This design comes from an exercise in tuning for small area, a short achievable clock period and few clock cycles per item on the open sky130 flow, not from production work.
In this exercise RTL edits were held to simulation tests only and were not proved equivalent to the original.

==> flow/design.v (outline; a module is shown in full before it is edited, if it fits) <==
// module md5: 407 lines
module md5(
      input clk,
      input reset_n,
      input start,
      input [63:0] password,
      output reg done,
      output [127:0] passwd_hash
      );
  // ...
==> flow/flow/run.sh <==
#!/bin/bash
set -euo pipefail
bash standard.sh \
  "BUFFER_PORTS_ARGS=-buffer_cell sky130_fd_sc_hd__buf_1" \
  SETUP_SLACK_MARGIN=6 \
  finish > make_finish.log 2>&1
==> flow/standard.sh <==
#!/bin/bash
# synth_recipe.tcl (not shown) runs the flow's synth.tcl, then flattens the netlist and writes it again
# the make line also repeats each setting of config.mk as NAME=value (left out here)
make -C /OpenROAD-flow-scripts/flow DESIGN_CONFIG=/design/flow/config.mk WORK_HOME=/design/flow/orfs CLKGATE_MAP_FILE= SYNTH_SCRIPT=/design/flow/synth_recipe.tcl "${@:-finish}"
==> flow/config.mk <==
export PLATFORM = sky130hd
export DESIGN_NAME = md5
export DESIGN_NICKNAME = md5
export VERILOG_FILES = /design/flow/design.v
export SDC_FILE = /design/flow/constraint.sdc
export NUM_CORES = 4
export LEC_CHECK = 0
export ABC_AREA = 1
export CAP_MARGIN = 20
export CORE_MARGIN = 2
export CORE_UTILIZATION = 50
export SLEW_MARGIN = 20
==> flow/constraint.sdc <==
create_clock -name core_clock -period 11.0 [get_ports {clk}]
set_input_delay 2.2000 -clock core_clock [delete_from_list [all_inputs] [get_ports {clk}]]
set_output_delay 2.2000 -clock core_clock [all_outputs]
set_load 0.01 [all_outputs]
==> impl_metrics.py, run 1 <==
metrics = {
    "placement": {
        "routabilityCongestion": 1.130,
        "placed_cell_area_mm2": 0.01922,
        "post-place-cells": 3454,
    },
    "drt": {
        "drt_first_pass_iters": 23,
        "top_layer": "met5",
        "routed_wirelength_um": 91600,
    },
    "cts": {
        "clk_pin_slew_ps": 70,
        "htree_levels": 1,
        "cts_tree": "done",
    },
    "synthesis": {
        "yosys.area_share.xor_xnor": 0.01644,
        "yosysSeqAreaShare": 0.2321,
        "synthFlopType": "dfxtp_1",
    },
    "timing": {
        "fin_ws_ps": 6088,
        "rsz0062_at_grt": "false",
        "fin_crit_ps": 4912,
    },
    "run_status": {
        "outcome": "timing/DRC/antenna clean",
    },
    "layout": {
        "final_cell_area_mm2": 0.02125,
        "clkbuf_count": 29,
        "finish.utilization": 0.5961,
        "final_common_cell": "nand2_1",
    },
    "grt": {
        "antenna_found_initial": 6,
        "grt-ovfl-total": 0,
        "grt_pass1_wl_um": 132700,
        "gr-usage-met2": 0.7218,
        "met3_usage": 0.1270,
    },
    "worst_setup_path": {
        "cp_slowest_cell": "fa_1",
        "path_cells": "inv_1, ha_1, nand2_1, inv_1, nand2_2, nand2_1, inv_1, nand2_1, nor4_2, nand4_1, fa_1, ha_1, nand2_1, inv_1, nand4_1, nand3_4, nand3_1, nand2_2, inv_1, fa_1, xnor2_1",
        "arrival_ps": 5360,
        "cp.required_ps": 11450,
        "crit_type": "flop to flop",
        "reg2reg_depth": 21,
    },
    "floorplanning": {
        "dieArea_mm2": 0.03777,
        "initial_core_util": 0.5080,
        "fp-row-count": 69,
    },
    "worst_hold_path": {
        "min_to": "d[5]$_DFF_P_",
    },
}
Testbench counts, summed over its fixed seeds: cycles 13,056, hashes 192.
==> inputs of run 2 (changes only) <==
--- a/flow/design.v
+++ b/flow/design.v
@@ -377,17 +377,133 @@
 wire t_g_56 = t_g0[30] | (t_p0[30] & t_g_41);
 wire t_p_56 = t_p0[30] & t_p_41;
 wire [31:0] t = t_p0 ^ {t_g_56, t_g_41, t_g_55, t_g_34, t_g_54, t_g_40, t_g_53, t_g_31, t_g_52, t_g_39, t_g_51, t_g_33, t_g_50, t_g_38, t_g_49, t_g_28, t_g_48, t_g_37, t_g_47, t_g_32, t_g_46, t_g_36, t_g_45, t_g_24, t_g_44, t_g_35, t_g_43, t_g_16, t_g_42, t_g_0, t_g0[0], 1'b0};
 wire [31:0] t1 = ({32{xsel[0]}} & t) | ({32{xsel[1]}} & {t[30:0], t[31]}) |
                  ({32{xsel[2]}} & {t[29:0], t[31:30]}) | ({32{xsel[3]}} & {t[28:0], t[31:29]});
 wire [31:0] rot = ({32{psel[0]}} & {t1[27:0], t1[31:28]}) | ({32{psel[1]}} & {t1[22:0], t1[31:23]}) |
                   ({32{psel[2]}} & {t1[17:0], t1[31:18]}) | ({32{psel[3]}} & {t1[11:0], t1[31:12]});
 wire [31:0] bop = {32{~fin}} & b;
-wire [31:0] sum = bop + rot;
+wire [31:0] sum_g0 = bop & rot;
+wire [31:0] sum_p0 = bop ^ rot;
+wire sum_g_0 = sum_g0[1] | (sum_p0[1] & sum_g0[0]);
+wire sum_p_0 = sum_p0[1] & sum_p0[0];
+wire sum_g_1 = sum_g0[3] | (sum_p0[3] & sum_g0[2]);
+wire sum_p_1 = sum_p0[3] & sum_p0[2];
+wire sum_g_2 = sum_g0[5] | (sum_p0[5] & sum_g0[4]);
+wire sum_p_2 = sum_p0[5] & sum_p0[4];
+wire sum_g_3 = sum_g0[7] | (sum_p0[7] & sum_g0[6]);
+wire sum_p_3 = sum_p0[7] & sum_p0[6];
+wire sum_g_4 = sum_g0[9] | (sum_p0[9] & sum_g0[8]);
+wire sum_p_4 = sum_p0[9] & sum_p0[8];
+wire sum_g_5 = sum_g0[11] | (sum_p0[11] & sum_g0[10]);
+wire sum_p_5 = sum_p0[11] & sum_p0[10];
+wire sum_g_6 = sum_g0[13] | (sum_p0[13] & sum_g0[12]);
+wire sum_p_6 = sum_p0[13] & sum_p0[12];
+wire sum_g_7 = sum_g0[15] | (sum_p0[15] & sum_g0[14]);
+wire sum_p_7 = sum_p0[15] & sum_p0[14];
+wire sum_g_8 = sum_g0[17] | (sum_p0[17] & sum_g0[16]);
+wire sum_p_8 = sum_p0[17] & sum_p0[16];
+wire sum_g_9 = sum_g0[19] | (sum_p0[19] & sum_g0[18]);
+wire sum_p_9 = sum_p0[19] & sum_p0[18];
+wire sum_g_10 = sum_g0[21] | (sum_p0[21] & sum_g0[20]);
+wire sum_p_10 = sum_p0[21] & sum_p0[20];
+wire sum_g_11 = sum_g0[23] | (sum_p0[23] & sum_g0[22]);
+wire sum_p_11 = sum_p0[23] & sum_p0[22];
+wire sum_g_12 = sum_g0[25] | (sum_p0[25] & sum_g0[24]);
+wire sum_p_12 = sum_p0[25] & sum_p0[24];
+wire sum_g_13 = sum_g0[27] | (sum_p0[27] & sum_g0[26]);
+wire sum_p_13 = sum_p0[27] & sum_p0[26];
+wire sum_g_14 = sum_g0[29] | (sum_p0[29] & sum_g0[28]);
+wire sum_p_14 = sum_p0[29] & sum_p0[28];
+wire sum_g_15 = sum_g0[31] | (sum_p0[31] & sum_g0[30]);
+wire sum_p_15 = sum_p0[31] & sum_p0[30];
+wire sum_g_16 = sum_g_1 | (sum_p_1 & sum_g_0);
+wire sum_p_16 = sum_p_1 & sum_p_0;
+wire sum_g_17 = sum_g_3 | (sum_p_3 & sum_g_2);
+wire sum_p_17 = sum_p_3 & sum_p_2;
+wire sum_g_18 = sum_g_5 | (sum_p_5 & sum_g_4);
+wire sum_p_18 = sum_p_5 & sum_p_4;
+wire sum_g_19 = sum_g_7 | (sum_p_7 & sum_g_6);
+wire sum_p_19 = sum_p_7 & sum_p_6;
+wire sum_g_20 = sum_g_9 | (sum_p_9 & sum_g_8);
+wire sum_p_20 = sum_p_9 & sum_p_8;
+wire sum_g_21 = sum_g_11 | (sum_p_11 & sum_g_10);
+wire sum_p_21 = sum_p_11 & sum_p_10;
+wire sum_g_22 = sum_g_13 | (sum_p_13 & sum_g_12);
+wire sum_p_22 = sum_p_13 & sum_p_12;
+wire sum_g_23 = sum_g_15 | (sum_p_15 & sum_g_14);
+wire sum_p_23 = sum_p_15 & sum_p_14;
+wire sum_g_24 = sum_g_17 | (sum_p_17 & sum_g_16);
+wire sum_p_24 = sum_p_17 & sum_p_16;
+wire sum_g_25 = sum_g_19 | (sum_p_19 & sum_g_18);
+wire sum_p_25 = sum_p_19 & sum_p_18;
+wire sum_g_26 = sum_g_21 | (sum_p_21 & sum_g_20);
+wire sum_p_26 = sum_p_21 & sum_p_20;
+wire sum_g_27 = sum_g_23 | (sum_p_23 & sum_g_22);
+wire sum_p_27 = sum_p_23 & sum_p_22;
+wire sum_g_28 = sum_g_25 | (sum_p_25 & sum_g_24);
+wire sum_p_28 = sum_p_25 & sum_p_24;
+wire sum_g_29 = sum_g_27 | (sum_p_27 & sum_g_26);
+wire sum_p_29 = sum_p_27 & sum_p_26;
+wire sum_g_30 = sum_g_29 | (sum_p_29 & sum_g_28);
+wire sum_p_30 = sum_p_29 & sum_p_28;
+wire sum_g_31 = sum_g_26 | (sum_p_26 & sum_g_28);
+wire sum_p_31 = sum_p_26 & sum_p_28;
+wire sum_g_32 = sum_g_18 | (sum_p_18 & sum_g_24);
+wire sum_p_32 = sum_p_18 & sum_p_24;
+wire sum_g_33 = sum_g_20 | (sum_p_20 & sum_g_28);
+wire sum_p_33 = sum_p_20 & sum_p_28;
+wire sum_g_34 = sum_g_22 | (sum_p_22 & sum_g_31);
+wire sum_p_34 = sum_p_22 & sum_p_31;
+wire sum_g_35 = sum_g_2 | (sum_p_2 & sum_g_16);
+wire sum_p_35 = sum_p_2 & sum_p_16;
+wire sum_g_36 = sum_g_4 | (sum_p_4 & sum_g_24);
+wire sum_p_36 = sum_p_4 & sum_p_24;
+wire sum_g_37 = sum_g_6 | (sum_p_6 & sum_g_32);
+wire sum_p_37 = sum_p_6 & sum_p_32;
+wire sum_g_38 = sum_g_8 | (sum_p_8 & sum_g_28);
+wire sum_p_38 = sum_p_8 & sum_p_28;
+wire sum_g_39 = sum_g_10 | (sum_p_10 & sum_g_33);
+wire sum_p_39 = sum_p_10 & sum_p_33;
+wire sum_g_40 = sum_g_12 | (sum_p_12 & sum_g_31);
+wire sum_p_40 = sum_p_12 & sum_p_31;
+wire sum_g_41 = sum_g_14 | (sum_p_14 & sum_g_34);
+wire sum_p_41 = sum_p_14 & sum_p_34;
+wire sum_g_42 = sum_g0[2] | (sum_p0[2] & sum_g_0);
+wire sum_p_42 = sum_p0[2] & sum_p_0;
+wire sum_g_43 = sum_g0[4] | (sum_p0[4] & sum_g_16);
+wire sum_p_43 = sum_p0[4] & sum_p_16;
+wire sum_g_44 = sum_g0[6] | (sum_p0[6] & sum_g_35);
+wire sum_p_44 = sum_p0[6] & sum_p_35;
+wire sum_g_45 = sum_g0[8] | (sum_p0[8] & sum_g_24);
+wire sum_p_45 = sum_p0[8] & sum_p_24;
+wire sum_g_46 = sum_g0[10] | (sum_p0[10] & sum_g_36);
+wire sum_p_46 = sum_p0[10] & sum_p_36;
+wire sum_g_47 = sum_g0[12] | (sum_p0[12] & sum_g_32);
+wire sum_p_47 = sum_p0[12] & sum_p_32;
+wire sum_g_48 = sum_g0[14] | (sum_p0[14] & sum_g_37);
+wire sum_p_48 = sum_p0[14] & sum_p_37;
+wire sum_g_49 = sum_g0[16] | (sum_p0[16] & sum_g_28);
+wire sum_p_49 = sum_p0[16] & sum_p_28;
+wire sum_g_50 = sum_g0[18] | (sum_p0[18] & sum_g_38);
+wire sum_p_50 = sum_p0[18] & sum_p_38;
+wire sum_g_51 = sum_g0[20] | (sum_p0[20] & sum_g_33);
+wire sum_p_51 = sum_p0[20] & sum_p_33;
+wire sum_g_52 = sum_g0[22] | (sum_p0[22] & sum_g_39);
+wire sum_p_52 = sum_p0[22] & sum_p_39;
+wire sum_g_53 = sum_g0[24] | (sum_p0[24] & sum_g_31);
+wire sum_p_53 = sum_p0[24] & sum_p_31;
+wire sum_g_54 = sum_g0[26] | (sum_p0[26] & sum_g_40);
+wire sum_p_54 = sum_p0[26] & sum_p_40;
+wire sum_g_55 = sum_g0[28] | (sum_p0[28] & sum_g_34);
+wire sum_p_55 = sum_p0[28] & sum_p_34;
+wire sum_g_56 = sum_g0[30] | (sum_p0[30] & sum_g_41);
+wire sum_p_56 = sum_p0[30] & sum_p_41;
+wire [31:0] sum = sum_p0 ^ {sum_g_56, sum_g_41, sum_g_55, sum_g_34, sum_g_54, sum_g_40, sum_g_53, sum_g_31, sum_g_52, sum_g_39, sum_g_51, sum_g_33, sum_g_50, sum_g_38, sum_g_49, sum_g_28, sum_g_48, sum_g_37, sum_g_47, sum_g_32, sum_g_46, sum_g_36, sum_g_45, sum_g_24, sum_g_44, sum_g_35, sum_g_43, sum_g_16, sum_g_42, sum_g_0, sum_g0[0], 1'b0};
 always @(posedge clk) begin
   p <= p_next;
   if (idle) begin
     b <= 32'hefcdab89;
     c <= 32'h98badcfe;
     d <= 32'h10325476;
   end else begin
     b <= sum;
==> flow/config.mk (replaced) <==
export PLATFORM = sky130hd
export DESIGN_NAME = md5
export DESIGN_NICKNAME = md5
export VERILOG_FILES = /design/flow/design.v
export SDC_FILE = /design/flow/constraint.sdc
export NUM_CORES = 4
export LEC_CHECK = 0
export ABC_AREA = 1
export CAP_MARGIN = 20
export CORE_MARGIN = 2
export CORE_UTILIZATION = 45
export CTS_BUF_LIST = sky130_fd_sc_hd__clkbuf_8
export CTS_CLUSTER_SIZE = 25
export SLEW_MARGIN = 20
==> impl_metrics.py, run 2 <==
metrics = {
    "layout": {
        "regArea_mm2": 0.004232,
        "syn2layout_area_growth_pct": 19.63,
        "multiInputGateArea_mm2": 0.01267,
        "nets": 3278,
        "drive_gt1_frac": 0.1212,
        "final_common_cell": "nand2_1",
        "mostFrequentLayoutCells": "836 x nand2_1, 425 x inv_1, 306 x nor2_1",
        "n_fill_cell": 3741,
    },
    "timing": {
        "rsz0062_at_grt": "true",
        "fin_ws_ps": 5718,
        "period_share": 0.4802,
        "slew_headroom": 0.2281,
        "fmax_ghz": 0.1893,
        "tightest_slew_ps": 1154,
        "fin_crit_ps": 5282,
        "finalSetupTns_ps": 0,
        "finClkSkew_ps": 52.38,
        "hold_violations": 0,
        "setup_violations": 0,
        "final_max_slew_viol_count": 0,
    },
    "synthesis": {
        "synthFlopType": "dfxtp_1",
        "avgSynthCellArea_um2": 6.350,
        "synthDominantCellAreaShare": 0.2370,
        "syn_nets": 3055,
        "synth-edff-count": 0,
        "synth_area_mm2": 0.01774,
        "ys_ff_latch": 210,
        "synthArstFlopShare": 0,
        "synthTopCellsByArea": "dfxtp_1 24%, nand2_1 19%, ha_1 10%, inv_1 9.0%, nor2_1 7.5%",
        "synth_cell_types": 44,
        "synth.largest_area_cell": "dfxtp_1",
        "yosysSeqAreaShare": 0.2370,
        "syn_inst": 2794,
        "yosysMostFrequentCell": "nand2_1",
        "synth.yosys.warnings": 1,
        "synth.top_cells.by_count": "883 x nand2_1, 427 x inv_1, 356 x nor2_1",
    },
    "cts": {
        "clock_latency_ps": 620,
        "root_buffer": "clkbuf_8",
        "cts.path.max_buffers": 3,
        "cts_tree": "done",
        "cts_made_buffers": 38,
        "cts.sinks": 210,
        "clk_pin_slew_ps": 70,
        "htree_levels": 2,
        "postCtsHoldBufs": 0,
    },
    "drt": {
        "viasPerCell": 6.007,
        "wl_per_cell_um": 25.00,
        "drt_first_pass_iters": 9,
        "vias": 21410,
        "drtIter0Drc": 2867,
        "postRouteAntennaNets": 0,
        "routed_wirelength_um": 89100,
        "drc": 0,
    },
    "worst_setup_path": {
        "cp_slowest_cell": "dfxtp_4",
        "crit_type": "flop to flop",
        "reg2reg_depth": 40,
        "arrival_ps": 5750,
        "cp-startpoint": "b[1]$_SDFF_PP0_",
        "reg2reg_slack_ps": 5720,
        "crit_path_frequent_cell": "nand2_2",
        "slowest_delay_ps": 380,
        "critPathCapture": "b[23]$_SDFF_PP1_",
        "cp.required_ps": 11470,
        "critPathMaxFanout": 4,
        "start_kind": "flop",
        "r2r-end": "b[23]$_SDFF_PP1_",
        "r2r-start": "b[1]$_SDFF_PP0_",
        "endpoint_kind": "flop",
    },
    "floorplanning": {
        "fp.coreArea_mm2": 0.03874,
        "initial_core_util": 0.4580,
        "fp-row-count": 72,
        "die_w_um": 202.6,
        "dieArea_mm2": 0.04103,
        "io_pins": 196,
        "die-height_um": 202.6,
    },
    "worst_hold_path": {
        "hp-class": "flop to flop",
    },
    "flow_run": {
        "cap_violations": 0,
    },
    "placement": {
        "io_buffers": 195,
        "post-place-ws_ps": 4980,
        "routabilityCongestion": 1.161,
        "hpwlAfterDp_um": 69040,
    },
    "grt": {
        "grt_max_degree": 48,
        "antenna_found_initial": 4,
        "grt_pass1_wl_um": 128700,
        "grt_pass1_vias": 20410,
        "grt_util_all_layers": 0.4241,
        "grt-ovfl-total": 0,
    },
    "run_status": {
        "outcome": "timing/DRC/antenna clean",
    },
}
-- run 2: cell types whose count changed after synthesis, sizes merged, moves of 8 or more --
| cell | before | now |
|---|---|---|
| nand2 | 848 | 886 |
| nand3 | 162 | 128 |
| a21oi | 92 | 60 |
| inv | 413 | 431 |
| o21ai | 56 | 38 |
| fa | 36 | 51 |
| nor2 | 375 | 363 |
| nand3b | 28 | 18 |
| a21o | 19 | 11 |
-- run 2: cell type report --
class	instances	share of cell area
multi-input cells	2076	0.5970
flip-flops and latches	210	0.1994
inverters	433	0.07711
repair buffers	258	0.05748
well taps	518	0.03054
clock buffers	44	0.02853
clock inverters	24	0.009845
diodes	1	0.0001179
-- run 2: cells by family (layout without fill, tap and decap cells) --
kind of cell    count (synthesis)  in the layout  synth area share
simple gates                 1593           1593            0.3766
buf+inv                       508            759            0.1096
compound gates                257            257            0.1026
flops                         210            210            0.2370
fa+ha+maj                     194            194            0.1584
xor+xnor                       32             32           0.01580
other cells                     0              1                 0
-- run 2: critical path: cells and delay by family (launching register included) --
kind            cells  cell delay, ps
compound gates      6             770
xor+xnor            2             270
simple gates       22            2120
buf+inv             6             540
flops               1             380
fa+ha+maj           4            1060
-- run 2: layer usage --
metal	routed length [um]	track usage	vias to the layer above
li1	-	-	9465
met1	33750	0.5305	10070
met2	38770	0.6665	1480
met3	9650	0.09807	390
met4	6920	0.2531	2
met5	13	0	-
-- run 2: how the worst min path moves through the flow --
| stage | from | to | cells past startpoint |
|---|---|---|---|
| 2_1_floorplan | b[30]$_SDFF_PP1_ | c[30]$_DFF_P_ | 2 |
| 3_3_place_gp | c[5]$_DFF_P_ | d[5]$_DFF_P_ | 2 |
| 3_5_place_dp | c[4]$_DFF_P_ | d[4]$_DFF_P_ | 2 |
| 4_1_cts | c[4]$_DFF_P_ | d[4]$_DFF_P_ | 2 |
| 5_1_grt | c[4]$_DFF_P_ | d[4]$_DFF_P_ | 2 |
| 6_report | c[4]$_DFF_P_ | d[4]$_DFF_P_ | 2 |
-- run 2: metrics by stage --
| stage | std cells | hold slack (ps) | cell area, um2 | util |
|---|---|---|---|---|
| 6_report | 3564 | 512.6 | 21220 | 0.5479 |
| 5_1_grt | 3563 | 539.9 | 21220 | 0.5478 |
| 4_1_cts | 3538 | 511.4 | 20440 | 0.5276 |
| 3_5_place_dp | 3456 | 491.6 | 19010 | 0.4908 |
| 3_3_place_gp | 3455 | 475.0 | 18990 | 0.4903 |
| 2_1_floorplan | 2794 | 517.0 | 17750 | - |
-- run 2: timing repair --
action,in CTS,in global routing
gates resized for setup,127,155
setup buffers,14,25
pin swaps,36,41
setup endpoints to repair,44,45
Testbench counts of run 2, summed over its fixed seeds: cycles 13,056, hashes 192.

[port drivers added, routing unchanged]
Ports are ideal in the flow. The routed layouts listed here were re-timed in OpenROAD.
Step 1 assumes that a clkbuf_16 drives the clock port and a buf_2 every other input.
Step 2 adds t to the input delays and takes it off the output delays; t is the mean of the earliest and latest rising clock arrival at the registers after step 1. Input paths then give back, and output paths get back, about the clock's delay inside the block.
Three values: ideal ports, drivers, drivers and shift; two values: the first two.
run	shift t [ns]	setup slack, ns	worst register clock-pin slew, ns	worst slew at a driven data input, ns	cell pins on the clock port's net
run 1	0.602	6.088 / 6.088 / 5.893	0.08 / 0.08	0.05	1
run 2	0.645	5.718 / 5.718 / 5.718	0.07 / 0.07	0.04	1
After both steps every run listed still meets setup and hold. For run 1, which loses most, drivers alone change the setup slack by 0.000 ns; drivers and shift together by -0.195 ns.
